What follows belongs to an exercise in optimizing a design on an open flow for small area, a short achievable clock period and few clock cycles; a production flow would make more cautious choices.
Only simulation tests tie the RTL to the original design; equivalence was not proved.
No activity file was given, so power comes from the tool's default toggle rates.

File: flow/flow/run.sh
#!/bin/bash
set -euo pipefail
ARGS=(SETUP_SLACK_MARGIN=7 'BUFFER_PORTS_ARGS=-buffer_cell sky130_fd_sc_hd__buf_2')
bash standard.sh "${ARGS[@]}" synth > synth.log 2>&1
SYNTH_ODB=orfs/results/$FLOW_PLATFORM/RISC_V_Pipeline/base/1_synth.odb openroad -no_init -exit flow/downsize.tcl > downsize.log 2>&1
bash standard.sh "${ARGS[@]}" finish > standard.log 2>&1
File: flow/flow/downsize.tcl
# Set every combinational cell of the synthesized netlist to its drive
# strength 1 (where the library has one); placement and timing repair then
# size up only the cells that need it. Flip-flops are left as synthesized.
read_db $::env(SYNTH_ODB)
set db [ord::get_db]
set n 0
foreach inst [[ord::get_db_block] getInsts] {
    set name [[$inst getMaster] getName]
    if {[regexp {^sky130_fd_sc_hd__([a-z0-9]+)_([0-9]+)$} $name -> base drv]} {
        if {$drv > 1 && ![regexp {^(df|edf|sdf|dl|conb|tap|fill|decap|clk)} $base]} {
            set m [$db findMaster "sky130_fd_sc_hd__${base}_1"]
            if {$m ne "NULL"} {
                $inst swapMaster $m
                incr n
            }
        }
    }
}
puts "downsized $n cells"
write_db $::env(SYNTH_ODB)
File: flow/standard.sh
#!/bin/bash
# synth_recipe.tcl (not shown) runs the flow's synth.tcl, then flattens the netlist and writes it again
# the make line also repeats each setting of config.mk as NAME=value (left out here)
make -C /OpenROAD-flow-scripts/flow DESIGN_CONFIG=/design/flow/config.mk WORK_HOME=/design/flow/orfs CLKGATE_MAP_FILE= SYNTH_SCRIPT=/design/flow/synth_recipe.tcl "${@:-finish}"
File: flow/config.mk
export PLATFORM = sky130hd
export DESIGN_NAME = RISC_V_Pipeline
export DESIGN_NICKNAME = RISC_V_Pipeline
export VERILOG_FILES = /design/flow/design.v
export SDC_FILE = /design/flow/constraint.sdc
export NUM_CORES = 4
export LEC_CHECK = 0
export CAP_MARGIN = 20
export CORE_MARGIN = 2
export CORE_UTILIZATION = 45
export CTS_CLUSTER_DIAMETER = 70
export CTS_CLUSTER_SIZE = 26
export PLACE_DENSITY = 0.62
export SETUP_SLACK_MARGIN = 5
export SLEW_MARGIN = 20
export SYNTH_HIERARCHICAL = 1
File: flow/constraint.sdc
create_clock -name core_clock -period 11.0 [get_ports {clk}]
set_input_delay 2.2000 -clock core_clock [delete_from_list [all_inputs] [get_ports {clk}]]
set_output_delay 2.2000 -clock core_clock [all_outputs]
set_load 0.01 [all_outputs]
File: flow/design.v
`timescale 1ns/1ns
module G_INV(a, y);            input a;          output y; assign y = ~a; endmodule
module G_NAND2(a, b, y);       input a, b;       output y; assign y = ~(a & b); endmodule
module G_NAND3(a, b, c, y);    input a, b, c;    output y; assign y = ~(a & b & c); endmodule
module G_NAND4(a, b, c, d, y); input a, b, c, d; output y; assign y = ~(a & b & c & d); endmodule
module G_NOR2(a, b, y);        input a, b;       output y; assign y = ~(a | b); endmodule
module G_AOI21(a, b, c, y);    input a, b, c;    output y; assign y = ~((a & b) | c); endmodule
module G_OAI21(a, b, c, y);    input a, b, c;    output y; assign y = ~((a | b) & c); endmodule
module G_AOI22(a, b, c, d, y); input a, b, c, d; output y; assign y = ~((a & b) | (c & d)); endmodule
module G_AO21(a, b, c, y);     input a, b, c;    output y; assign y = (a & b) | c; endmodule
module G_XOR2(a, b, y);        input a, b;       output y; assign y = a ^ b; endmodule
module G_XNOR2(a, b, y);       input a, b;       output y; assign y = ~(a ^ b); endmodule
module G_ANDN(a, bn, y);       input a, bn;      output y; assign y = a & ~bn; endmodule
module G_MUX2I(a0, a1, s, y);  input a0, a1, s;  output y; assign y = ~(s ? a1 : a0); endmodule
module G_MUX2(a0, a1, s, y);   input a0, a1, s;  output y; assign y = s ? a1 : a0; endmodule
module G_NOR3(a, b, c, y);     input a, b, c;    output y; assign y = ~(a | b | c); endmodule
module ReadBit(r, s, n0, n1);
    input [30:0] r, s;
    output n0, n1;
    wire [15:0] t;    
    wire [3:0] q;     
    genvar i;
    generate
        for (i = 0; i < 15; i = i + 1) begin : pr
            G_AOI22 g(.a(r[2*i]), .b(s[2*i]), .c(r[2*i+1]), .d(s[2*i+1]), .y(t[i]));
        end
    endgenerate
    G_NAND2 last(.a(r[30]), .b(s[30]), .y(t[15]));
    G_NAND4 q0(.a(t[0]),  .b(t[1]),  .c(t[2]),  .d(t[3]),  .y(q[0]));
    G_NAND4 q1(.a(t[4]),  .b(t[5]),  .c(t[6]),  .d(t[7]),  .y(q[1]));
    G_NAND4 q2(.a(t[8]),  .b(t[9]),  .c(t[10]), .d(t[11]), .y(q[2]));
    G_NAND4 q3(.a(t[12]), .b(t[13]), .c(t[14]), .d(t[15]), .y(q[3]));
    G_NOR2 h0(.a(q[0]), .b(q[1]), .y(n0));
    G_NOR2 h1(.a(q[2]), .b(q[3]), .y(n1));
endmodule
module IncDec(x, inc, dec);
    parameter N = 11;
    input [N-1:0] x;
    output [N-1:0] inc, dec;
    assign inc = x + 1'b1;
    assign dec = x - 1'b1;
endmodule
module Inc4(x, y);
    input [31:0] x;
    output [31:0] y;
    assign y = x + 32'd4;
endmodule
module KSAdder(x, ny, cin, s, ncout, eq);
    parameter N = 32;    
    localparam L = 5;
    input [N-1:0] x, ny;
    input cin;
    output [N-1:0] s;
    output ncout, eq;
    wire [N-1:0] g [0:L];
    wire [N-1:0] p [0:L];
    wire [N-1:0] p0;
    genvar i, l;
    generate
        for (i = 0; i < N; i = i + 1) begin : pg
            G_XNOR2 px(.a(x[i]), .b(ny[i]), .y(p0[i]));
            if (i == 0) begin : c0
                wire gx;
                G_ANDN gn(.a(x[i]), .bn(ny[i]), .y(gx));
                G_AO21 gc(.a(p0[i]), .b(cin), .c(gx), .y(g[0][i]));
            end else begin : cn
                G_ANDN gn(.a(x[i]), .bn(ny[i]), .y(g[0][i]));
            end
            assign p[0][i] = p0[i];
        end
        for (l = 1; l <= L; l = l + 1) begin : lv
            for (i = 0; i < N; i = i + 1) begin : b
                if (i >= (1 << (l - 1))) begin : m
                    if (l % 2 == 1) begin : odd    
                        G_AOI21 gc(.a(p[l-1][i]), .b(g[l-1][i - (1 << (l - 1))]), .c(g[l-1][i]), .y(g[l][i]));
                        if (i >= (1 << l)) begin : pp
                            G_NAND2 pc(.a(p[l-1][i]), .b(p[l-1][i - (1 << (l - 1))]), .y(p[l][i]));
                        end else begin : pz
                            assign p[l][i] = 1'b1;
                        end
                    end else begin : even          
                        G_OAI21 gc(.a(p[l-1][i]), .b(g[l-1][i - (1 << (l - 1))]), .c(g[l-1][i]), .y(g[l][i]));
                        if (i >= (1 << l)) begin : pp
                            G_NOR2 pc(.a(p[l-1][i]), .b(p[l-1][i - (1 << (l - 1))]), .y(p[l][i]));
                        end else begin : pz
                            assign p[l][i] = 1'b0;
                        end
                    end
                end else begin : t
                    G_INV gc(.a(g[l-1][i]), .y(g[l][i]));
                    assign p[l][i] = (l % 2 == 1) ? 1'b1 : 1'b0;
                end
            end
        end
        for (i = 0; i < N; i = i + 1) begin : sm
            if (i == 0) begin : s0
                G_XOR2 sx(.a(p0[0]), .b(cin), .y(s[0]));
            end else begin : so
                G_XNOR2 sx(.a(p0[i]), .b(g[L][i-1]), .y(s[i]));
            end
        end
        if (N == 32) begin : eqt
        wire [7:0] e1;
        wire [3:0] e2;
        wire ne;
        for (i = 0; i < 8; i = i + 1) begin : eq1
            G_NAND4 e(.a(p0[4*i]), .b(p0[4*i+1]), .c(p0[4*i+2]), .d(p0[4*i+3]), .y(e1[i]));
        end
        for (i = 0; i < 4; i = i + 1) begin : eq2
            G_NOR2 e(.a(e1[2*i]), .b(e1[2*i+1]), .y(e2[i]));
        end
        G_NAND4 eq3(.a(e2[0]), .b(e2[1]), .c(e2[2]), .d(e2[3]), .y(ne));
        G_INV eq4(.a(ne), .y(eq));
        end else begin : noeq
            assign eq = 1'b0;
        end
    endgenerate
    assign ncout = g[L][N-1];
endmodule
`timescale 1ns/1ns
module RISC_V_Pipeline(clk, rst, imem_addr, imem_rdata, dmem_addr, dmem_wdata, dmem_we, dmem_rdata);
    input clk, rst;
    output [31:0] imem_addr, dmem_addr, dmem_wdata;
    output dmem_we;
    input [31:0] imem_rdata, dmem_rdata;
    localparam OP_R    = 7'b0110011, OP_I    = 7'b0010011, OP_LOAD = 7'b0000011,
               OP_S    = 7'b0100011, OP_B    = 7'b1100011, OP_JALR = 7'b1100111,
               OP_JAL  = 7'b1101111, OP_LUI  = 7'b0110111;
    reg [31:0] pcF;
    reg        rdr;           
    reg [3:0]  rdrO, rdrON;   
    reg [31:0] rdrT;
    reg [31:0] irX;
    reg        vX;
    reg [31:0] altX;          
    reg [31:0] srcA, srcB;    
    reg        fwdA, fwdB;    
    reg        fwdLA, fwdLB;  
    reg xLoad, xStore, xJalr, xImm, xWr;
    reg xAddB, xAddNB;        
    reg xAddNI;               
    reg xCin;                 
    reg xEq, xNe, xLt, xGe;   
    reg rSum, rSlt, rSltu, rXor, rOr, rAnd, rLui, rLink;
    reg [31:0] mRes, mWdata;
    reg        mWe, mRegW, mLoad;
    reg [4:0]  mRd;
    reg [31:0] rf [1:31];
    wire [31:0] fa = rdr ? rdrT : pcF;
    wire [31:0] fa4;
    Inc4 faInc(.x(fa), .y(fa4));
    genvar j, r;
    generate
        for (j = 0; j < 32; j = j + 1) begin : fo
            wire t_n, p_n;
            G_NAND2 mt(.a(rdrT[j]), .b(rdrO[j / 8]), .y(t_n));
            G_NAND2 mp(.a(pcF[j]), .b(rdrON[j / 8]), .y(p_n));
            G_NAND2 mo(.a(t_n), .b(p_n), .y(imem_addr[j]));
        end
    endgenerate
    assign dmem_addr  = mRes;
    assign dmem_wdata = mWdata;
    assign dmem_we    = mWe;
    wire [31:0] wbData = mLoad ? dmem_rdata : mRes;
    always @(posedge clk) begin
        if (mRegW)
            rf[mRd] <= wbData;
    end
    wire [4:0] rd = irX[11:7];
    wire [31:0] immI = {{20{irX[31]}}, irX[31:20]};
    wire [31:0] immS = {{20{irX[31]}}, irX[31:25], irX[11:7]};
    wire [31:0] immU = {irX[31:12], 12'b0};
    wire [31:0] imm = xStore ? immS : immI;
    wire [31:0] a, b;
    generate
        for (j = 0; j < 32; j = j + 1) begin : opx
            wire fa_n, fb_n, la_n, lb_n;
            G_NAND2 fan(.a(fwdA), .b(mRes[j]), .y(fa_n));
            G_NAND2 fbn(.a(fwdB), .b(mRes[j]), .y(fb_n));
            G_NAND2 lan(.a(fwdLA), .b(dmem_rdata[j]), .y(la_n));
            G_NAND2 lbn(.a(fwdLB), .b(dmem_rdata[j]), .y(lb_n));
            G_NAND3 ao(.a(~srcA[j]), .b(fa_n), .c(la_n), .y(a[j]));
            G_NAND3 bo(.a(~srcB[j]), .b(fb_n), .c(lb_n), .y(b[j]));
        end
    endgenerate
    wire [31:0] tImm = ({32{xImm}} & imm) | ({32{xAddNI}} & ~imm);
    wire [31:0] uOp = tImm | {32{xAddB}};
    wire [31:0] vOp = tImm | {32{xAddNB}};
    wire [31:0] nOpAdd;
    wire [31:0] sum;
    wire nCout, eqB;
    generate
        for (j = 0; j < 32; j = j + 1) begin : opm
            G_MUX2I m(.a0(vOp[j]), .a1(uOp[j]), .s(b[j]), .y(nOpAdd[j]));
        end
    endgenerate
    KSAdder #(32) adder(.x(a), .ny(nOpAdd), .cin(xCin), .s(sum), .ncout(nCout), .eq(eqB));
    wire [31:0] opB = (xImm | xAddNI) ? imm : b;
    wire sgnDiff = a[31] ^ opB[31];
    wire [31:0] resOther = ({32{rXor}} & (a ^ opB)) |
                         ({32{rOr}} & (a | opB)) |
                         ({32{rAnd}} & (a & opB)) |
                         ({32{rLui}} & immU) |
                         ({32{rLink}} & altX);
    wire [31:0] result;
    generate
        for (j = 1; j < 32; j = j + 1) begin : rs
            G_AO21 m(.a(sum[j]), .b(rSum), .c(resOther[j]), .y(result[j]));
        end
    endgenerate
    wire res0Base = (rSum & sum[0]) | resOther[0] | (rSlt & sgnDiff & a[31]);
    wire res0IfC = res0Base | (rSlt & ~sgnDiff) | rSltu;    
    G_MUX2 mr0(.a0(res0Base), .a1(res0IfC), .s(nCout), .y(result[0]));
    wire ltIfC = sgnDiff ? (a[31] ? xLt : xGe) : xLt;     
    wire ltIfNC = sgnDiff ? (a[31] ? xLt : xGe) : xGe;    
    wire tEq = eqB ? xEq : xNe;
    wire redirIfC = vX & (xJalr | tEq | ltIfC);
    wire redirIfNC = vX & (xJalr | tEq | ltIfNC);
    wire rdrNext;
    wire [3:0] rdrONext, rdrONNext;
    G_MUX2I rda(.a0(~redirIfNC), .a1(~redirIfC), .s(nCout), .y(rdrNext));
    generate
        for (j = 0; j < 4; j = j + 1) begin : rdo
            G_MUX2I rdb(.a0(~redirIfNC), .a1(~redirIfC), .s(nCout), .y(rdrONext[j]));
            G_MUX2I rdc(.a0(redirIfNC), .a1(redirIfC), .s(nCout), .y(rdrONNext[j]));
        end
    endgenerate
    wire [31:0] target;
    generate
        for (j = 0; j < 32; j = j + 1) begin : tg
            G_MUX2 m(.a0(altX[j]), .a1(sum[j]), .s(xJalr), .y(target[j]));
        end
    endgenerate
    wire [6:0] opcF = imem_rdata[6:0];
    wire [2:0] f3F  = imem_rdata[14:12];
    wire [4:0] rdF  = imem_rdata[11:7];
    wire [4:0] rs1F = imem_rdata[19:15];
    wire [4:0] rs2F = imem_rdata[24:20];
    wire fR = opcF == OP_R, fI = opcF == OP_I, fLoad = opcF == OP_LOAD, fS = opcF == OP_S,
         fB = opcF == OP_B, fJalr = opcF == OP_JALR, fJal = opcF == OP_JAL, fLui = opcF == OP_LUI;
    wire fAlu = fR | fI;
    wire pJal = opcF[3];
    wire pB = opcF[6] & ~opcF[2];
    wire bwd = imem_rdata[31];
    wire predF = pJal | (pB & bwd);
    wire [20:0] offF = pJal ? {imem_rdata[31], imem_rdata[19:12], imem_rdata[20], imem_rdata[30:21], 1'b0}
                            : {{9{imem_rdata[31]}}, imem_rdata[7], imem_rdata[30:25], imem_rdata[11:8], 1'b0};
    wire [20:0] lowF;
    wire lowNC;
    KSAdder #(21) tadder(.x(fa[20:0]), .ny(~offF), .cin(1'b0), .s(lowF), .ncout(lowNC), .eq());
    wire [10:0] hiInc, hiDec;
    IncDec #(11) hiIncDec(.x(fa[31:21]), .inc(hiInc), .dec(hiDec));
    wire [10:0] hiIfC = bwd ? fa[31:21] : hiInc;
    wire [10:0] hiIfNC = bwd ? hiDec : fa[31:21];
    wire xWrites = vX & xWr;
    wire matchA = xWrites & (rd == rs1F);
    wire matchB = xWrites & (rd == rs2F);
    wire mMatchA = mRegW & (mRd == rs1F) & ~matchA;
    wire mMatchB = mRegW & (mRd == rs2F) & ~matchB;
    reg [31:1] selAF, selBF;
    integer k;
    always @(*) begin
        for (k = 1; k < 32; k = k + 1) begin
            selAF[k] = (rs1F == k);
            selBF[k] = (rs2F == k);
        end
    end
    wire keepA = ~matchA & ~mMatchA;
    wire keepB = ~matchB & ~mMatchB;
    wire [31:0] srcAF, srcBF;
    generate
        for (j = 0; j < 32; j = j + 1) begin : rdbit
            wire [30:0] col;
            for (r = 1; r < 32; r = r + 1) begin : c
                assign col[r-1] = rf[r][j];
            end
            wire a0, a1, b0, b1;
            ReadBit ra(.r(col), .s(selAF), .n0(a0), .n1(a1));
            ReadBit rb(.r(col), .s(selBF), .n0(b0), .n1(b1));
            assign srcAF[j] = (~(a0 & a1) & keepA) | (mMatchA & wbData[j]);
            assign srcBF[j] = (~(b0 & b1) & keepB) | (mMatchB & wbData[j]);
        end
    endgenerate
    wire takeP = predF;
    wire takeA = pB & ~bwd;
    wire [31:0] seqNext = fa4;
    wire [10:0] pcHiC = takeP ? hiIfC : seqNext[31:21];
    wire [10:0] pcHiNC = takeP ? hiIfNC : seqNext[31:21];
    wire [10:0] altHiC = takeA ? hiIfC : fa4[31:21];
    wire [10:0] altHiNC = takeA ? hiIfNC : fa4[31:21];
    wire [31:0] pcNext, altNext;
    generate
        for (j = 0; j < 21; j = j + 1) begin : pn
            G_MUX2 m(.a0(seqNext[j]), .a1(lowF[j]), .s(takeP), .y(pcNext[j]));
            G_MUX2 n(.a0(fa4[j]), .a1(lowF[j]), .s(takeA), .y(altNext[j]));
        end
        for (j = 21; j < 32; j = j + 1) begin : ph
            G_MUX2 m(.a0(pcHiC[j-21]), .a1(pcHiNC[j-21]), .s(lowNC), .y(pcNext[j]));
            G_MUX2 n(.a0(altHiC[j-21]), .a1(altHiNC[j-21]), .s(lowNC), .y(altNext[j]));
        end
    endgenerate
    wire vXNext;
    G_MUX2I mvx(.a0(redirIfNC), .a1(redirIfC), .s(nCout), .y(vXNext));
    always @(posedge clk or posedge rst) begin
        if (rst) begin
            pcF <= 32'd0;
            rdr <= 1'b0;
            rdrO <= 4'd0;
            rdrON <= 4'hf;
            vX <= 1'b0;
            mWe <= 1'b0;
            mRegW <= 1'b0;
            mLoad <= 1'b0;
        end else begin
            rdr <= rdrNext;
            rdrO <= rdrONext;
            rdrON <= rdrONNext;
            vX <= vXNext;
            pcF <= pcNext;
            mWe <= vX & xStore;
            mRegW <= xWrites;
            mLoad <= xWrites & xLoad;
        end
    end
    always @(posedge clk) begin
        irX <= imem_rdata;
        altX <= altNext;
        srcA <= srcAF;
        srcB <= srcBF;
        fwdA <= matchA & ~xLoad;
        fwdB <= matchB & ~xLoad;
        fwdLA <= matchA & xLoad;
        fwdLB <= matchB & xLoad;
        xLoad <= fLoad;
        xStore <= fS;
        xJalr <= fJalr;
        xImm <= (fI & ~f3F[1]) | fLoad | fS | fJalr;
        xAddNI <= fI & f3F[1];
        xAddB <= fR & ~imem_rdata[30] & ~f3F[1];
        xAddNB <= (fR & (imem_rdata[30] | f3F[1])) | fB;
        xCin <= (fR & (imem_rdata[30] | f3F[1])) | (fI & f3F[1]) | fB;
        xWr <= (fAlu | fLoad | fJalr | fJal | fLui) & (rdF != 5'd0);
        xEq <= fB & ((f3F == 3'd0) & ~bwd | (f3F == 3'd1) & bwd);
        xNe <= fB & ((f3F == 3'd1) & ~bwd | (f3F == 3'd0) & bwd);
        xLt <= fB & ((f3F == 3'd4) & ~bwd | (f3F == 3'd5) & bwd);
        xGe <= fB & ((f3F == 3'd5) & ~bwd | (f3F == 3'd4) & bwd);
        rSum <= (fAlu & (f3F == 3'd0)) | fLoad | fS;
        rSlt <= fAlu & (f3F == 3'd2);
        rSltu <= fAlu & (f3F == 3'd3);
        rXor <= fAlu & (f3F == 3'd4);
        rOr <= fAlu & (f3F == 3'd6);
        rAnd <= fAlu & (f3F == 3'd7);
        rLui <= fLui;
        rLink <= fJal | fJalr;
        rdrT <= target;
        mRes <= result;
        mWdata <= b;
        mRd <= rd;
    end
endmodule
==> results of run 1 <==
[cell usage in the layout, fill, tap and decap left out, types with 16 or more instances in the layout]
master / n
a211oi_1: 63
a21o_1: 55
a21oi_1: 164
a21oi_2: 49
a222oi_1: 21
a22oi_1: 961
buf_12: 19
buf_2: 146
buf_4: 160
buf_6: 37
clkbuf_16: 89
dfrtp_1: 39
dfxtp_1: 243
edfxtp_1: 992
ha_1: 67
inv_1: 233
inv_8: 16
mux2_1: 109
mux2i_1: 72
mux2i_2: 23
nand2_1: 539
nand2_2: 24
nand2b_1: 28
nand3_1: 62
nand3_2: 21
nand4_1: 282
nor2_1: 204
nor2_2: 41
nor2_4: 95
nor2b_1: 54
o211ai_1: 20
o21ai_0: 53
o21ai_1: 72
xnor2_1: 95
xnor2_2: 37
xor2_1: 32
[timing repair]
item                       CTS  global route
buffers inserted            45            48
gates cloned                11             0
setup endpoints to repair  169           164
pin swaps                   22            38
gates resized for setup    106           191
[report_power, final]
group | internal [uW] | switching (uW)
Combinational | 880 | 1550
Clock | 1680 | 1990
Sequential | 5430 | 214
[final cells by class]
class                   instances  area, sq um  share of cell area [%]
flip-flops and latches       1284        35870                   51.66
repair buffers                380         3008                   4.332
inverters                     254        958.4                   1.380
well taps                    1742         2180                   3.139
clock buffers                  98         2260                   3.254
diodes                          6        15.01                 0.02162
clock inverters                65        919.6                   1.324
multi-input cells            3419        24230                   34.89
[per-stage QoR]
stage / cells / total power [uW]
CTS: 7183 / 11570
floorplan: 5054 / 7044
finish: 7248 / 11750
global placement: 6963 / 7854
global route: 7245 / 12110
detailed placement: 6964 / 7875
[layer usage]
layer  part of all wire [%]  up-vias  wire length, microns  track usage [%]
li1                       -    20448                     -                -
met1                     37    24174                 90090            46.81
met2                     43     3749                104200            51.56
met3                     16      604                 37780            12.26
met4                    4.4       24                 10720            13.23
met5                  0.087        -                   212                0
[worst paths after layout]
kind                                     to            from  cells after the start
setup / recovery           rdrT[17]$_DFF_P_  dmem_rdata[13]                     12
hold / removal               mRd[0]$_DFF_P_  irX[7]$_DFF_P_                      0
setup reg to reg           rdrT[17]$_DFF_P_    xImm$_DFF_P_                     12
hold reg to reg              mRd[0]$_DFF_P_  irX[7]$_DFF_P_                      0
max in group asynchronous   mLoad$_DFF_PP0_             rst                      3
min in group asynchronous     mWe$_DFF_PP0_             rst                      3
[critical path, cell delays in order]
cell,delay [ns]
buf_2,0.14
nand2_1,0.08
nand3_2,0.20
mux2i_2,0.24
xnor2_2,0.33
nand2_1,0.18
nor2_2,0.25
nand2_1,0.15
o21ai_1,0.18
a21oi_2,0.09
xnor2_2,0.20
mux2_1,0.39
[registers in the layout (all words and copies together) (netlist names), 25 cells and up]
signal / flops
rf: 992
altX: 32
mRes: 32
mWdata: 32
pcF: 32
rdrT: 32
srcA: 32
srcB: 32
irX: 25
==> summary.txt, run 1 <==
Worst hold path
  – Hold Path Class: flop to flop

Worst setup path
  – Crit start category: input port
  – Arrival time at the worst endpoint: 4.66 ns
  – Setup CP Type: input port to flop
  – CP Max Fanout: 5
  – Worst path required time: 11.59 ns
  – Crit end category: flop
  – Worst R2R Setup Slack: 7.33 ns

Global route
  – Gr usage total: 34.79%
  – Initial antenna violation count: 21
  – GRT overflow: 0
  – Largest net degree at the start of global routing: 46
  – Vias in the first global route: 45213
  – First-pass GRT wire length: 336400 microns

Routing
  – Vias per cell: 6.760
  – Vias: 48999
  – Post-Route WL: 243000 microns
  – TritonRoute pass-1 iters: 9
  – Drt drc: 0
  – Initial drt markers: 7885
  – Antenna-violating nets left: 0
  – Wire length per cell: 33.53 microns

Floorplan
  – Die ar.: 134200 sq um
  – Initial Util: 45.47%
  – Core area: 130000 sq um
  – IO Count: 163
  – Die height: 366.4 microns
  – Row count: 132
  – Die width: 366.4 microns

CTS
  – CTS H-tree depth: 3
  – Clock Tree Buf Depth: 3
  – Worst skew pair latency: 0.76 ns
  – Reg clk slew, reported paths: 0.08 ns
  – Cts-stage hold buffer count: 0
  – Clk root buf: clkbuf_16
  – CTS tree: done
  – Clock sinks: 1284
  – CTS Buf Count: 88

STA
  – Final Skew: 0.07062 ns
  – Worst rel slew slack: 14.10%
  – Tmin final: 4.064 ns
  – Final Slew Violations: 0
  – F_max: 246.1 MHz
  – Final Cycle Share: 36.94%
  – Final Hold Viols: 0
  – Final setup violation count: 0
  – RSZ-0062 raised after global routing: yes
  – Setup TNS: 0 ns
  – Final WS setup: 6.936 ns
  – Worst hold slack: 0.4290 ns
  – Measured slew at the worst slew-check pin: 1.253 ns

Power and ir drop
  – Power Density: 169.2 nW/um^2
  – Worst IR Drop VDD: 138.4 uV
  – Pleak: 0.02395 uW

Layout
  – Area Growth Syn to Fin: 17.50%
  – Layout cells sized above 1: 16.96%
  – Final #Nets: 5560
  – Fillers: 11110
  – Post-layout util: 53.42%
  – Design Area, Final: 69440 sq um

Yosys
  – Cells after synthesis: 5052
  – Syn Std Cell Area: 59100 sq um
  – Post-Syn Area per Cell: 11.70 sq um
  – Syn. warnings: 9

Flow run
  – Max Cap Viol: 0

Placement
  – HPWL Detailed: 153300 microns
  – Placed Area: 63710 sq um
  – Number of I/O port buffers: 162
  – GP Congestion: 0.9809
  – DP Worst Slack: 5.565 ns

Status
  – Run status: no timing/DRC/antenna violations
Testbench counts, summed over its fixed seeds: cycles 18,670.
==> run 2: changes to the inputs <==
--- a/flow/config.mk
+++ b/flow/config.mk
@@ -7,10 +7,10 @@
 export LEC_CHECK = 0
 export CAP_MARGIN = 20
 export CORE_MARGIN = 2
-export CORE_UTILIZATION = 45
+export CORE_UTILIZATION = 50
 export CTS_CLUSTER_DIAMETER = 70
 export CTS_CLUSTER_SIZE = 26
-export PLACE_DENSITY = 0.62
+export PLACE_DENSITY = 0.66
 export SETUP_SLACK_MARGIN = 5
 export SLEW_MARGIN = 20
 export SYNTH_HIERARCHICAL = 1
==> run 2 against run 1 <==
Net effect:
- critical path type unchanged
- die area shrank 9.9%
- highest routed layer unchanged
- still clean on timing, DRC and antenna
- sequential cell count is the same
- final cell count shrank 2.6%
- largest power group unchanged
==> summary.txt, run 2 <==
Routing
  – Wire length per cell: 34.43 microns (+2.7%)
  – Drt drc: 0 (unchanged)
  – Post-Route WL: 243000 microns (about the same)
  – Antenna-violating nets left: 0 (unchanged)
  – Vias: 50306 (+2.7%)
  – Initial drt markers: 9127 (+16%)
  – TritonRoute pass-1 iters: 16 (+7)
  – Vias per cell: 7.129 (+5.4%)

STA
  – RSZ-0062 raised after global routing: yes
  – Final setup violation count: 0 (unchanged)
  – Final Skew: 0.07573 ns (+0.005103 ns)
  – Setup TNS: 0 ns (unchanged)
  – F_max: 243.8 MHz (-0.93%)
  – Final Slew Violations: 0 (unchanged)
  – Worst rel slew slack: 21.44% (+7.3 points)
  – Worst hold slack: 0.4330 ns (+0.003935 ns)
  – Tmin final: 4.102 ns (+0.03835 ns)
  – Final Hold Viols: 0 (unchanged)
  – Final WS setup: 6.898 ns (-0.03835 ns)
  – Final Cycle Share: 37.29% (+0.35 points)
  – Measured slew at the worst slew-check pin: 1.146 ns (-0.1069 ns)

Floorplan
  – Die height: 347.8 microns (-5.1%)
  – IO Count: 163 (unchanged)
  – Row count: 126 (-4.5%)
  – Initial Util: 50.25% (+4.8 points)
  – Die ar.: 121000 sq um (-9.9%)
  – Die width: 347.8 microns (-5.1%)
  – Core area: 117600 sq um (-9.5%)

Layout
  – Multi-input gate area: 24510 sq um (+1.2%)
  – Register Area: 35870 sq um (about the same)
  – Commonest non-fill, non-tap cell in the layout: edfxtp_1
  – Max FFs per register: 992 (unchanged)
  – Final non-filler cell total: 7057 (-2.6%)
  – Final #Nets: 5574 (+0.25%)
  – Largest reg by FF count: rf
  – Commonest non-fill, non-tap cells in the layout: edfxtp_1 (992), a22oi_1 (961), nand2_1 (550), nand4_1 (282), dfxtp_1 (243)
  – Layout cells sized above 1: 17.66% (+0.69 points)
  – Area Growth Syn to Fin: 17.60% (about the same)
  – Fillers: 9460 (-15%)

Worst setup path
  – Critical path origin: imem_rdata[22]
  – Crit end category: flop
  – Worst path required time: 11.58 ns (about the same)
  – CP Max Fanout: 32 (+27)
  – Crit start category: input port
  – Arrival time at the worst endpoint: 4.68 ns (+0.02 ns)
  – Crit Reg-Reg Startpoint: xAddNI$_DFF_P_
  – Setup CP Type: input port to flop

Global route
  – Vias in the first global route: 47074 (+4.1%)
  – Initial antenna violation count: 24 (+14%)
  – Gr usage total: 38.66% (+3.9 points)
  – Largest net degree at the start of global routing: 46 (unchanged)
  – GRT overflow: 0 (unchanged)
  – First-pass GRT wire length: 334900 microns (-0.45%)

Power and ir drop
  – Worst IR Drop VDD: 119.5 uV (-14%)
  – Design Power: 11660 uW (-0.77%)
  – Power Density: 167.8 nW/um^2 (-0.85%)
  – Pleak: 0.02407 uW (+0.51%)

CTS
  – CTS tree: done
  – Clk root buf: clkbuf_16
  – CTS H-tree depth: 3 (unchanged)
  – Reg clk slew, reported paths: 0.10 ns (+0.02 ns)
  – Clock Tree Buf Depth: 3 (unchanged)
  – Worst skew pair latency: 0.73 ns (-0.03 ns)
  – CTS Buf Count: 83 (-5.7%)
  – Clock sinks: 1284 (unchanged)

Placement
  – HPWL Detailed: 152800 microns (-0.38%)
  – Placed cell count: 6755 (-3.0%)
  – GP Congestion: 0.9821 (+0.12%)
  – DP Worst Slack: 5.400 ns (-0.1648 ns)
  – Number of I/O port buffers: 162 (unchanged)

Flow run
  – Max Cap Viol: 0 (unchanged)

Yosys
  – Post-Syn Area per Cell: 11.70 sq um (unchanged)
  – Syn Std Cell Area: 59100 sq um (unchanged)
  – Syn. warnings: 9 (unchanged)
  – Cells after synthesis: 5052 (unchanged)

Status
  – Run status: no timing/DRC/antenna violations

Worst hold path
  – Hold Path Class: flop to flop
  – Start point of the worst min-delay path: irX[10]$_DFF_P_
-- run 2: timing repair --
item | CTS | global route
endpoints found under the setup margin | 173 | 216
setup buffers | 63 | 49
resized for setup | 150 | 182
hold buffers | 0 | 0
pin swaps | 25 | 57
gates cloned | 15 | 1
-- run 2: area by class of cell --
class                   instances  share of cell area [%]
repair inverters                1                 0.01080
flip-flops and latches       1284                   51.61
clock buffers                  94                   3.048
inverters                     254                   1.395
clock inverters                61                   1.311
diodes                         10                 0.03601
multi-input cells            3423                   35.27
repair buffers                394                   4.544
well taps                    1536                   2.765
-- run 2: routing by layer --
layer  track usage (%)  vias to the layer above  wire (microns)
met5                 0                        -             123
met4             19.92                       18           14520
met1             50.18                    24621           86490
met3             13.89                      911           38340
met2             56.97                     4286          103500
li1                  -                    20470               -
-- run 2: report_power, final --
group	total [uW]	switching, uW	internal (uW)
Combinational	2450	1560	888
Clock	3570	1940	1630
Sequential	5640	211	5430
Total	11700	3710	7950
-- run 2: worst paths after layout --
kind | endpoint | slack [ns] | cells after the start
worst max register to register | mRes[13]$_DFF_P_ | 7.07 | 9
min in group asynchronous | mRegW$_DFF_PP0_ | 1.68 | 3
worst max-delay path | srcB[27]$_DFF_P_ | 6.90 | 10
max in group asynchronous | mLoad$_DFF_PP0_ | 8.71 | 3
worst min register to register | mRd[3]$_DFF_P_ | 0.43 | 0
worst min-delay path | mRd[3]$_DFF_P_ | 0.43 | 0
-- run 2: metrics by stage --
stage / area [sq um] / utilization [%]
after floorplan: 60060 / -
after global placement: 63340 / 53.85
after detailed placement: 63520 / 54.01
after CTS: 67960 / 57.78
after global routing: 69470 / 59.07
final: 69500 / 59.09
-- run 2: critical path, cell delays in order --
cell      delay, ns
buf_2          0.34
nand2b_4       0.35
nor2_2         0.06
buf_4          0.29
a22oi_1        0.27
nand4_1        0.36
nor2_1         0.44
nand2_1        0.10
a21oi_1        0.14
a211oi_1       0.07
==> run 3: changes to the inputs <==
--- a/flow/design.v
+++ b/flow/design.v
@@ -213,15 +213,22 @@
     G_MUX2 mr0(.a0(res0Base), .a1(res0IfC), .s(nCout), .y(result[0]));
     wire ltIfC = sgnDiff ? (a[31] ? xLt : xGe) : xLt;     
     wire ltIfNC = sgnDiff ? (a[31] ? xLt : xGe) : xGe;    
-    wire tEq = eqB ? xEq : xNe;
-    wire redirIfC = vX & (xJalr | tEq | ltIfC);
-    wire redirIfNC = vX & (xJalr | tEq | ltIfNC);
+    wire rEC = vX & (xJalr | xEq | ltIfC);       
+    wire rENC = vX & (xJalr | xEq | ltIfNC);     
+    wire rNC = vX & (xJalr | xNe | ltIfC);       
+    wire rNNC = vX & (xJalr | xNe | ltIfNC);     
+    wire redirIfC, redirIfNC;
+    G_MUX2 mec(.a0(rNC), .a1(rEC), .s(eqB), .y(redirIfC));
+    G_MUX2 menc(.a0(rNNC), .a1(rENC), .s(eqB), .y(redirIfNC));
+    wire nRedirIfC, nRedirIfNC;
+    G_MUX2I mecn(.a0(rNC), .a1(rEC), .s(eqB), .y(nRedirIfC));
+    G_MUX2I mencn(.a0(rNNC), .a1(rENC), .s(eqB), .y(nRedirIfNC));
     wire rdrNext;
     wire [3:0] rdrONext, rdrONNext;
-    G_MUX2I rda(.a0(~redirIfNC), .a1(~redirIfC), .s(nCout), .y(rdrNext));
+    G_MUX2I rda(.a0(nRedirIfNC), .a1(nRedirIfC), .s(nCout), .y(rdrNext));
     generate
         for (j = 0; j < 4; j = j + 1) begin : rdo
-            G_MUX2I rdb(.a0(~redirIfNC), .a1(~redirIfC), .s(nCout), .y(rdrONext[j]));
+            G_MUX2I rdb(.a0(nRedirIfNC), .a1(nRedirIfC), .s(nCout), .y(rdrONext[j]));
             G_MUX2I rdc(.a0(redirIfNC), .a1(redirIfC), .s(nCout), .y(rdrONNext[j]));
         end
     endgenerate
--- a/flow/config.mk
+++ b/flow/config.mk
@@ -7,10 +7,10 @@
 export LEC_CHECK = 0
 export CAP_MARGIN = 20
 export CORE_MARGIN = 2
-export CORE_UTILIZATION = 50
+export CORE_UTILIZATION = 45
 export CTS_CLUSTER_DIAMETER = 70
 export CTS_CLUSTER_SIZE = 26
-export PLACE_DENSITY = 0.66
+export PLACE_DENSITY = 0.62
 export SETUP_SLACK_MARGIN = 5
 export SLEW_MARGIN = 20
 export SYNTH_HIERARCHICAL = 1
==> run 3 against run 2 <==
Net effect:
- routed wire length decreased by 1.3%
- sequential cell count unchanged
- fmax rose by 1.6%
- worst setup slack gained 0.065 ns
==> summary.txt, run 3 <==
Floorplan
  – Core area: 131000 sq um (+11%)
  – IO Count: 163 (unchanged)
  – Row count: 133 (+5.6%)
  – Initial Util: 45.15% (-5.1 points)
  – Die ar.: 134300 sq um (+11%)
  – Die width: 366.5 microns (+5.4%)
  – Die height: 366.5 microns (+5.4%)

Global route
  – Initial antenna violation count: 6 (-75%)
  – Vias in the first global route: 45412 (-3.5%)
  – First-pass GRT wire length: 333200 microns (-0.50%)
  – GRT overflow: 0 (unchanged)
  – Gr usage total: 34.34% (-4.3 points)
  – Largest net degree at the start of global routing: 46 (unchanged)

Layout
  – Commonest non-fill, non-tap cells in the layout: edfxtp_1 (992), a22oi_1 (960), nand2_1 (545), nand4_1 (282), dfxtp_1 (244)
  – Multi-input gate area: 24130 sq um (-1.6%)
  – Fillers: 11295 (+19%)
  – Layout cells sized above 1: 15.86% (-1.8 points)
  – Final #Nets: 5520 (-0.97%)
  – Design Area, Final: 68900 sq um (-0.85%)
  – Commonest non-fill, non-tap cell in the layout: edfxtp_1
  – Register Area: 35870 sq um (unchanged)
  – Area Growth Syn to Fin: 16.52%
  – Max FFs per register: 992 (unchanged)
  – Largest reg by FF count: rf

Placement
  – GP Congestion: 0.9846 (+0.25%)
  – Number of I/O port buffers: 162 (unchanged)
  – HPWL Detailed: 154400 microns (+1.1%)
  – Placed Area: 63900 sq um (+0.60%)

Routing
  – Initial drt markers: 8726 (-4.4%)
  – Wire length per cell: 33.23 microns (-3.5%)
  – Post-Route WL: 239900 microns (-1.3%)
  – TritonRoute pass-1 iters: 8 (-8)
  – Vias: 49266 (-2.1%)
  – Drt drc: 0 (unchanged)
  – Antenna-violating nets left: 0 (unchanged)
  – Vias per cell: 6.824 (-4.3%)

STA
  – Tmin final: 4.037 ns (-0.06506 ns)
  – Worst rel slew slack: 16.64% (-4.8 points)
  – Final Hold Viols: 0 (unchanged)
  – Final Cycle Share: 36.70% (-0.59 points)
  – Worst hold slack: 0.4571 ns (+0.02416 ns)
  – RSZ-0062 raised after global routing: yes
  – Final Skew: 0.07543 ns (-0.0003009 ns)
  – F_max: 247.7 MHz (+1.6%)
  – Measured slew at the worst slew-check pin: 1.216 ns (+0.06996 ns)
  – Final setup violation count: 0 (unchanged)
  – Final Slew Violations: 0 (unchanged)
  – Setup TNS: 0 ns (unchanged)

CTS
  – CTS tree: done
  – CTS H-tree depth: 3 (unchanged)
  – Cts-stage hold buffer count: 0 (unchanged)
  – CTS Buf Count: 85 (+2.4%)
  – Clk root buf: clkbuf_16
  – Clock sinks: 1284 (unchanged)
  – Clock Tree Buf Depth: 3 (unchanged)
  – Reg clk slew, reported paths: 0.10 ns (about the same)
  – Worst skew pair latency: 0.78 ns (+0.05 ns)

Worst setup path
  – Crit start category: input port
  – Crit Reg-Reg Startpoint: xAddNI$_DFF_P_
  – Worst reg2reg path endpoint: rdrON[0]$_DFF_PP1_
  – Worst stage delay on the critical path: 0.34 ns (-0.10 ns)
  – CP Max Fanout: 5 (-84%)
  – Setup CP Type: input port to flop
  – Crit end category: flop
  – Worst r2r path cells: 11 (+2)
  – Worst path required time: 11.63 ns (+0.05 ns)
  – Worst R2R Setup Slack: 7.33 ns (+0.26 ns)
  – CP Cell Sequence: buf_2 > nand2_1 > nand3_2 > mux2i_2 > xnor2_2 > a21oi_2 > o21ai_1 > a21oi_1 > o21ai_1 > a21oi_1 > xnor2_1 > mux2_1
  – Slowest cell on the critical path: mux2_1
  – Arrival time at the worst endpoint: 4.67 ns (about the same)

Worst hold path
  – Hold Path Class: flop to flop
  – Worst Hold Path EP: mRd[2]$_DFF_P_
  – Hold Path Depth: 0 (unchanged)
  – Start point of the worst min-delay path: irX[9]$_DFF_P_

Yosys
  – Syn Std Cell Area: 59140 sq um (about the same)
  – Cells after synthesis: 5052 (unchanged)
  – Post-Syn Area per Cell: 11.71 sq um (about the same)
  – Syn. warnings: 9 (unchanged)

Flow run
  – Max Cap Viol: 0 (unchanged)

Status
  – Run status: no timing/DRC/antenna violations

Power and ir drop
  – Pleak: 0.02377 uW (-1.2%)
  – Power Density: 169.7 nW/um^2 (+1.2%)
  – Worst IR Drop VDD: 116.3 uV (-2.7%)
[run 3: changes by cell type in the layout (fill, tap and decap cells not counted), sizes merged, moves of 2 or more]
cell      change
mux2i         +3
nand3         -5
clkinvlp      -2
mux2          +2
buf          -45
clkbuf        +2
diode         -5
clkinv        +6
and2          -2
o21ai         -2
a21boi        +5
nor2         -13
[run 3: repair_timing]
item | in CTS | in global routing
gates resized for setup | 93 | 159
setup endpoints to repair | 164 | 149
cloned | 1 | 0
pin swaps | 23 | 28
setup buffers | 31 | 22
[run 3: how the worst max path moves through the flow]
stage	startpoint	end	slack [ns]	depth (start not counted)
finish	dmem_rdata[15]	rdrT[20]$_DFF_P_	6.96	12
global route	dmem_rdata[0]	rdrO[0]$_DFF_PP0_	6.94	13
CTS	dmem_rdata[29]	rdrON[0]$_DFF_PP1_	6.95	11
detailed placement	imem_rdata[31]	pcF[29]$_DFF_PP0_	5.52	11
global placement	imem_rdata[31]	pcF[29]$_DFF_PP0_	5.55	11
floorplan	imem_rdata[3]	pcF[31]$_DFF_PP0_	6.67	10
[run 3: cell type report]
type	count	area share [%]
tap	1755	3.187
clock inverter	67	1.482
antenna	5	0.01816
timing repair buffer	353	3.697
sequential	1284	52.06
clock buffer	92	3.154
inverter	253	1.386
multi-input combinational	3410	35.02
[run 3: worst max-delay path, delay by kind of cell]
family | cells | cell delay [ns]
AO/OA/AOI/OAI | 5 | 0.97
XOR/XNOR | 2 | 0.39
buffers and inverters | 1 | 0.15
multiplexers | 2 | 0.65
AND/OR/NAND/NOR | 2 | 0.28
[run 3: metal layers]
metal  GRT usage (%)  routed length, microns  vias up
met5           1.389                     295        -
met4           14.65                   11000       10
met3           10.15                   34050      589
met2           51.35                  104700     3870
met1           46.33                   89890    24480
li1                -                       -    20317
[run 3: report_power, final]
| part | internal (uW) | switching (uW) |
|---|---|---|
| Sequential | 5430 | 252 |
| Combinational | 851 | 1470 |
| Clock | 1680 | 2010 |
[run 3: through the flow]
step | cells | utilization, % | power, uW | setup slack [ns]
2_1_floorplan | 5054 | - | 7039 | 6.669
3_3_place_gp | 6993 | 48.74 | 7855 | 5.549
3_5_place_dp | 6996 | 48.79 | 7872 | 5.524
4_1_cts | 7187 | 51.81 | 11560 | 6.946
5_1_grt | 7216 | 52.61 | 12050 | 6.938
6_report | 7219 | 52.61 | 11690 | 6.963
Testbench counts of run 3, summed over its fixed seeds: cycles 18,670.
==> run 4: changes to the inputs <==
--- a/flow/config.mk
+++ b/flow/config.mk
@@ -8,8 +8,8 @@
 export CAP_MARGIN = 20
 export CORE_MARGIN = 2
 export CORE_UTILIZATION = 45
-export CTS_CLUSTER_DIAMETER = 70
-export CTS_CLUSTER_SIZE = 26
+export CTS_CLUSTER_DIAMETER = 80
+export CTS_CLUSTER_SIZE = 30
 export PLACE_DENSITY = 0.62
 export SETUP_SLACK_MARGIN = 5
 export SLEW_MARGIN = 20
==> run 4 against run 3 <==
Net effect:
- global-route usage fell by 0.25 points
- final cell count down 0.71%
- clock skew grew 0.028 ns
- register-to-register slack worse by 0.11 ns
- still clean
- core utilization down 0.71 points
- sequential share of layout area increased by 0.71 points
- largest power group unchanged
- die area is the same
- clock power down 18%
- synthesized cell count unchanged
- highest routed layer unchanged
- largest cell class unchanged
- routed wire length down 0.63%
==> summary.txt, run 4 <==
Worst hold path
  – Start point of the worst min-delay path: irX[8]$_DFF_P_
  – Hold Path Class: flop to flop

Worst setup path
  – Slowest cell on the critical path: xnor2_2
  – Setup CP Type: input port to flop
  – Crit end category: flop
  – Arrival time at the worst endpoint: 4.68 ns (about the same)
  – Worst path required time: 11.66 ns (+0.03 ns)
  – Crit Reg-Reg Startpoint: xImm$_DFF_P_
  – CP Max Fanout: 5 (unchanged)
  – CP Cell Sequence: buf_2 > nand2_1 > nand3_2 > mux2i_2 > xnor2_2 > buf_4 > nand2_1 > o21ai_1 > a21oi_2 > o21ai_1 > a21oi_2 > xnor2_2 > mux2_1
  – Critical path origin: dmem_rdata[14]
  – Crit path buf inv count: 2 (+1)
  – Worst stage delay on the critical path: 0.34 ns (about the same)
  – Crit start category: input port
  – CP delay by family, top: compound AO/OA/AOI/OAI gates

Status
  – Run status: no timing/DRC/antenna violations

STA
  – Final Slew Violations: 0 (unchanged)
  – Final WS setup: 6.972 ns (+0.009220 ns)
  – Tmin final: 4.028 ns (-0.009220 ns)
  – RSZ-0062 raised after global routing: yes
  – Final Cycle Share: 36.62% (-0.084 points)
  – Final Hold Viols: 0 (unchanged)
  – Measured slew at the worst slew-check pin: 1.140 ns (-0.07609 ns)
  – Final Skew: 0.1039 ns (+0.02845 ns)
  – Final setup violation count: 0 (unchanged)
  – Setup TNS: 0 ns (unchanged)
  – Worst rel slew slack: 21.86% (+5.2 points)
  – F_max: 248.3 MHz (+0.23%)

Floorplan
  – Initial Util: 45.15% (unchanged)
  – Die ar.: 134300 sq um (unchanged)
  – Die width: 366.5 microns (unchanged)
  – Core area: 131000 sq um (unchanged)
  – Row count: 133 (unchanged)
  – IO Count: 163 (unchanged)
  – Die height: 366.5 microns (unchanged)

CTS
  – Clock sinks: 1284 (unchanged)
  – CTS H-tree depth: 2 (-1)
  – Worst skew pair latency: 0.81 ns (+0.03 ns)
  – CTS Buf Count: 61 (-28%)
  – Clock Tree Buf Depth: 3 (unchanged)
  – Clk root buf: clkbuf_16
  – CTS tree: done
  – Reg clk slew, reported paths: 0.11 ns (about the same)
  – Cts-stage hold buffer count: 0 (unchanged)

Power and ir drop
  – Pleak: 0.02330 uW (-2.0%)
  – Power Density: 162.6 nW/um^2 (-4.2%)
  – Worst IR Drop VDD: 163.4 uV (+41%)

Yosys
  – Syn. warnings: 9 (unchanged)
  – Post-Syn Area per Cell: 11.71 sq um (unchanged)
  – Cells after synthesis: 5052 (unchanged)
  – Syn Std Cell Area: 59140 sq um (unchanged)

Global route
  – Largest net degree at the start of global routing: 46 (unchanged)
  – GRT overflow: 0 (unchanged)
  – First-pass GRT wire length: 331200 microns (-0.58%)
  – Gr usage total: 34.09% (-0.25 points)
  – Vias in the first global route: 45057 (-0.78%)
  – Initial antenna violation count: 7 (+1)

Placement
  – GP Congestion: 0.9846 (unchanged)
  – HPWL Detailed: 154400 microns (unchanged)
  – Number of I/O port buffers: 162 (unchanged)
  – DP Worst Slack: 5.524 ns (unchanged)

Routing
  – Met1 Wirelength: 89680 microns (-0.24%)
  – Met3 WL: 33220 microns (-2.5%)
  – Vias: 48727 (-1.1%)
  – Vias per cell: 6.798 (-0.39%)
  – Met2 WL: 103800 microns (-0.83%)
  – Wire length per cell: 33.26 microns (about the same)
  – Antenna-violating nets left: 0 (unchanged)
  – TritonRoute pass-1 iters: 6 (-2)
  – Post-Route WL: 238400 microns (-0.63%)
  – Drt drc: 0 (unchanged)
  – Highest routed layer: met5
  – Initial drt markers: 8815 (+1.0%)

Layout
  – Largest reg by FF count: rf
  – Commonest non-fill, non-tap cells in the layout: edfxtp_1 (992), a22oi_1 (960), nand2_1 (540), nand4_1 (282), dfxtp_1 (244)
  – Final #Nets: 5487 (-0.60%)
  – Commonest non-fill, non-tap cell in the layout: edfxtp_1
  – Layout cells sized above 1: 14.87% (-0.99 points)
  – Area Growth Syn to Fin: 14.94%
  – Max FFs per register: 992 (unchanged)

Flow run
  – Max Cap Viol: 0 (unchanged)
-- run 4: cell types whose count changed in the layout (fill, tap and decap cells not counted), sizes merged --
cell / previous run / this run
clkinvlp: 4 / 1
buf: 343 / 336
inv: 277 / 266
clkbuf: 102 / 91
clkinv: 35 / 15
diode: 5 / 6
-- run 4: path summary, 6_finish.rpt --
check	end	slack, ns	cells after the start
max	rdrT[24]$_DFF_P_	6.97	13
min	mRd[1]$_DFF_P_	0.47	0
max reg2reg	rdrO[0]$_DFF_PP0_	7.22	11
min reg2reg	mRd[1]$_DFF_P_	0.47	0
max in group asynchronous	mLoad$_DFF_PP0_	8.81	3
min in group asynchronous	rdr$_DFF_PP0_	1.65	3
-- run 4: report_power, final --
part / leakage (uW) / switching (uW) / internal (uW)
Combinational: 0.0108 / 1470 / 859
Clock: 0.00109 / 1770 / 1270
Sequential: 0.0114 / 252 / 5430
Total: 0.0233 / 3490 / 7560
-- run 4: layer usage --
metal	vias to the layer above	track usage, %
met2	3693	50.56
li1	20230	-
met3	582	10.04
met5	-	1.389
met1	24208	46.16
met4	14	15.11
-- run 4: metrics by stage --
| step | hold slack (ns) | instance area [sq um] | cells | util [%] | total power (uW) |
|---|---|---|---|---|---|
| floorplan | 0.3847 | 60090 | 5054 | - | 7039 |
| global placement | 0.4509 | 63840 | 6993 | 48.74 | 7855 |
| detailed placement | 0.4478 | 63900 | 6996 | 48.79 | 7872 |
| CTS | 0.4570 | 66860 | 7136 | 51.06 | 10910 |
| global route | 0.4637 | 67960 | 7164 | 51.89 | 11390 |
| finish | 0.4651 | 67970 | 7168 | 51.90 | 11050 |
-- run 4: final cells by class --
cell class | count | area [sq um]
Multi-Input combinational cell | 3410 | 24130
Sequential cell | 1284 | 35870
Timing Repair Buffer | 344 | 2516
Clock inverter | 33 | 609.3
Clock buffer | 83 | 1682
Antenna cell | 6 | 15.01
Inverter | 253 | 954.7
Fill cell | 11369 | 62990
Tap cell | 1755 | 2196
-- run 4: repair_timing --
action,in CTS,in global routing
resized for setup,89,171
pin swaps,18,28
endpoints found under the hold margin,0,0
gates cloned,1,0
setup buffers,23,21
endpoints found under the setup margin,163,158
==> run 5: changes to the inputs <==
==> flow/flow/run.sh (replaced) <==
#!/bin/bash
set -euo pipefail
ARGS=(SETUP_SLACK_MARGIN=7.3 'BUFFER_PORTS_ARGS=-buffer_cell sky130_fd_sc_hd__buf_2')
bash standard.sh "${ARGS[@]}" synth > synth.log 2>&1
SYNTH_ODB=orfs/results/$FLOW_PLATFORM/RISC_V_Pipeline/base/1_synth.odb openroad -no_init -exit flow/downsize.tcl > downsize.log 2>&1
bash standard.sh "${ARGS[@]}" finish > standard.log 2>&1
--- a/flow/config.mk
+++ b/flow/config.mk
@@ -8,8 +8,8 @@
 export CAP_MARGIN = 20
 export CORE_MARGIN = 2
 export CORE_UTILIZATION = 45
-export CTS_CLUSTER_DIAMETER = 80
-export CTS_CLUSTER_SIZE = 30
+export CTS_CLUSTER_DIAMETER = 70
+export CTS_CLUSTER_SIZE = 26
 export PLACE_DENSITY = 0.62
 export SETUP_SLACK_MARGIN = 5
 export SLEW_MARGIN = 20
==> run 5 against run 4 <==
Net effect:
- global-route usage increased by 0.96 points
- largest cell class unchanged
- final area increased by 6.9%
- still clean on timing, DRC and antenna
- critical endpoint is now imem_addr[20]
- sequential cell count stayed put
==> summary.txt, run 5 <==
CTS
  – Worst skew pair latency: 0.77 ns (-0.04 ns)
  – Clock sinks: 1284 (unchanged)
  – Reg clk slew, reported paths: 0.10 ns (about the same)
  – CTS H-tree depth: 3 (+1)
  – Clk root buf: clkbuf_16
  – CTS tree: done
  – Clock Tree Buf Depth: 3 (unchanged)
  – CTS Buf Count: 84 (+38%)

Layout
  – Final #Nets: 5618 (+2.4%)
  – Commonest non-fill, non-tap cell in the layout: edfxtp_1
  – Max FFs per register: 992 (unchanged)
  – Multi-input gate area: 26690 sq um (+11%)
  – Commonest non-fill, non-tap cells in the layout: edfxtp_1 (992), a22oi_1 (960), nand2_1 (460), nand4_1 (282), dfxtp_1 (241)
  – Layout cells sized above 1: 23.55% (+8.7 points)
  – Fillers: 10895 (-4.2%)
  – Area Growth Syn to Fin: 22.88%
  – Largest reg by FF count: rf
  – Register Area: 35880 sq um (about the same)

STA
  – Final Hold Viols: 0 (unchanged)
  – Setup TNS: 0 ns (unchanged)
  – Measured slew at the worst slew-check pin: 1.145 ns (+0.005163 ns)
  – RSZ-0062 raised after global routing: yes
  – Tmin final: 3.916 ns (-0.1115 ns)
  – Final Skew: 0.06636 ns (-0.03752 ns)
  – Final Cycle Share: 35.60% (-1.0 points)
  – Final Slew Violations: 0 (unchanged)
  – Final WS setup: 7.084 ns (+0.1115 ns)
  – F_max: 255.3 MHz (+2.8%)
  – Final setup violation count: 0 (unchanged)
  – Worst rel slew slack: 23.60% (+1.7 points)

Worst setup path
  – Crit end category: output port
  – Critical path origin: rdrON[2]$_DFF_PP1_
  – Crit path buf inv count: 1 (-1)
  – Crit Reg-Reg Startpoint: xImm$_DFF_P_
  – Worst r2r path cells: 12 (+1)
  – Worst reg2reg path endpoint: rdrO[0]$_DFF_PP0_
  – Worst stage delay on the critical path: 0.69 ns (+0.35 ns)
  – Crit start category: flop
  – CP Cell Sequence: nand2_1 > nand2_1 > buf_2
  – Worst R2R Setup Slack: 7.29 ns (+0.07 ns)
  – Slowest cell on the critical path: dfstp_2
  – Worst path depth: 3 (-10)
  – Setup CP Type: flop to output port
  – CP Max Fanout: 8 (+3)
  – Arrival time at the worst endpoint: 1.72 ns (-2.96 ns)
  – CP dominant cell by count: nand2_1
  – Worst path required time: 8.80 ns (-2.86 ns)
  – CP delay by family, top: flip-flops

Power and ir drop
  – Clock share of power: 29.9% (+2.4 points)
  – Internal power: 8176 uW (+8.2%)
  – Sw frac: 32.09% (+0.50 points)
  – Sequential power share: 47.4% (-4.0 points)
  – Combinational share of power: 22.8% (+1.7 points)
  – Net Switching: 3864 uW (+11%)
  – Pleak: 0.02544 uW (+9.2%)
  – Power Density: 165.7 nW/um^2 (+1.9%)
  – Worst IR Drop VDD: 103.3 uV (-37%)

Placement
  – HPWL Detailed: 150300 microns (-2.7%)
  – DP Worst Slack: 5.634 ns (+0.1099 ns)
  – GP Congestion: 0.9959 (+1.1%)
  – Number of I/O port buffers: 162 (unchanged)

Global route
  – GR Util met3: 10.53% (+0.50 points)
  – Vias in the first global route: 47627 (+5.7%)
  – Gr usage total: 35.05% (+0.96 points)
  – Met2 Track Usage GR: 54.46% (+3.9 points)
  – First-pass GRT wire length: 340800 microns (+2.9%)
  – Grt met1 use: 43.63% (-2.5 points)
  – Initial antenna violation count: 6 (-1)
  – Largest net degree at the start of global routing: 46 (unchanged)
  – Grt peak-use layer: met2
  – GRT overflow: 0 (unchanged)

Routing
  – Vias per cell: 6.833 (+0.52%)
  – Post-Route WL: 245500 microns (+3.0%)
  – Antenna-violating nets left: 0 (unchanged)
  – TritonRoute pass-1 iters: 6 (unchanged)
  – Vias: 49976 (+2.6%)
  – Drt drc: 0 (unchanged)
  – Initial drt markers: 8070 (-8.5%)
  – Wire length per cell: 33.56 microns (+0.90%)

Floorplan
  – Core area: 131000 sq um (unchanged)
  – Row count: 133 (unchanged)
  – Initial Util: 45.15% (unchanged)
  – Die ar.: 134300 sq um (unchanged)
  – IO Count: 163 (unchanged)
  – Die width: 366.5 microns (unchanged)
  – Die height: 366.5 microns (unchanged)

Yosys
  – Syn. warnings: 9 (unchanged)
  – Cells after synthesis: 5052 (unchanged)
  – Post-Syn Area per Cell: 11.71 sq um (unchanged)
  – Syn Std Cell Area: 59140 sq um (unchanged)

Flow run
  – Max Cap Viol: 0 (unchanged)

Worst hold path
  – Hold Path Class: flop to flop
  – Start point of the worst min-delay path: xWr$_DFF_P_
  – Worst Hold Path EP: mLoad$_DFF_PP0_
  – Hold Path Depth: 1 (+1)

Status
  – Run status: no timing/DRC/antenna violations
-- run 5: power by group through the flow --
| stage | clock [uW] | combinational, uW | sequential [uW] |
|---|---|---|---|
| 3_3_place_gp | 0 | 2190 | 5800 |
| 2_1_floorplan | 0 | 1520 | 5630 |
| 5_1_grt | 3790 | 2900 | 5710 |
| 4_1_cts | 3620 | 2480 | 5690 |
| 6_report | 3600 | 2740 | 5700 |
| 3_5_place_dp | 0 | 2210 | 5800 |
-- run 5: per-layer routing --
metal  part of all wire [%]  vias to the layer above  routed length (microns)
met5                 0.0045                        -                       11
met4                    6.6                        2                    16280
met3                     13                      877                    32920
met2                     45                     3937                   109400
met1                     35                    24611                    86890
li1                       -                    20549                        -
-- run 5: stage by stage --
| step | utilization (%) | cell area, sq um | total power, uW | hold WS [ns] | std cells |
|---|---|---|---|---|---|
| after floorplan | - | 60950 | 7153 | 0.3847 | 5054 |
| after global placement | 49.28 | 64540 | 7992 | 0.4589 | 6982 |
| after detailed placement | 49.28 | 64540 | 8004 | 0.4723 | 6982 |
| after CTS | 53.59 | 70180 | 11780 | 0.4973 | 7223 |
| after global routing | 55.48 | 72660 | 12400 | 0.5086 | 7312 |
| final | 55.48 | 72660 | 12040 | 0.4958 | 7314 |
-- run 5: repair_timing --
| item | in CTS | in global routing |
|---|---|---|
| endpoints found under the setup margin | 218 | 212 |
| cloned | 2 | 1 |
| pin swaps | 112 | 172 |
| gates resized for setup | 392 | 407 |
| buffers inserted | 84 | 83 |
| hold buffers | 0 | 0 |
-- run 5: layout make-up --
| cell class | count | share of cell area [%] |
|---|---|---|
| sequential | 1284 | 49.37 |
| multi-input combinational | 3411 | 36.73 |
| timing repair buffer | 451 | 5.283 |
| tap | 1755 | 3.022 |
| clock buffer | 89 | 2.948 |
| inverter | 253 | 1.340 |
| clock inverter | 66 | 1.285 |
| antenna | 5 | 0.01722 |
-- run 5: worst max-delay path by stage --
stage | end | slack (ns)
2_1_floorplan | pcF[31]$_DFF_PP0_ | 6.67
3_3_place_gp | srcB[14]$_DFF_P_ | 5.66
3_5_place_dp | srcB[14]$_DFF_P_ | 5.63
4_1_cts | imem_addr[7] | 7.03
5_1_grt | imem_addr[20] | 7.05
6_report | imem_addr[20] | 7.08

==> afterwards: timing with drivers on the ports <==
In the flow no input, the clock included, has a driving cell. The finished layouts below were timed again as built, in two steps. Step 1 assumes that a clkbuf_16 drives the clock port and a buf_2 every other input. Step 2 times the ports against the registers' clock, not the clock port: input delays grow and output delays shrink by t, the midpoint of the rising clock arrivals with the driver on. Slacks: no drivers / after step 1 / after step 2; pairs: no drivers / after step 1.
run	t, ns	slack for setup (ns)	clock arrival spread, ns	worst data-port slew with drivers (ns)
run 1	0.798	6.936 / 6.877 / 6.078	0.080 / 0.079	0.21
run 2	0.768	6.898 / 6.830 / 6.062	0.076 / 0.076	0.17
run 3	0.810	6.963 / 6.923 / 6.145	0.081 / 0.081	0.15
run 4	0.827	6.972 / 6.912 / 6.150	0.105 / 0.105	0.15
run 5	0.814	7.084 / 7.005 / 6.310	0.069 / 0.070	0.16
After both steps every run listed still meets setup and hold. For run 1, which loses most, drivers alone change the setup slack by -0.059 ns; drivers and shift together by -0.858 ns.
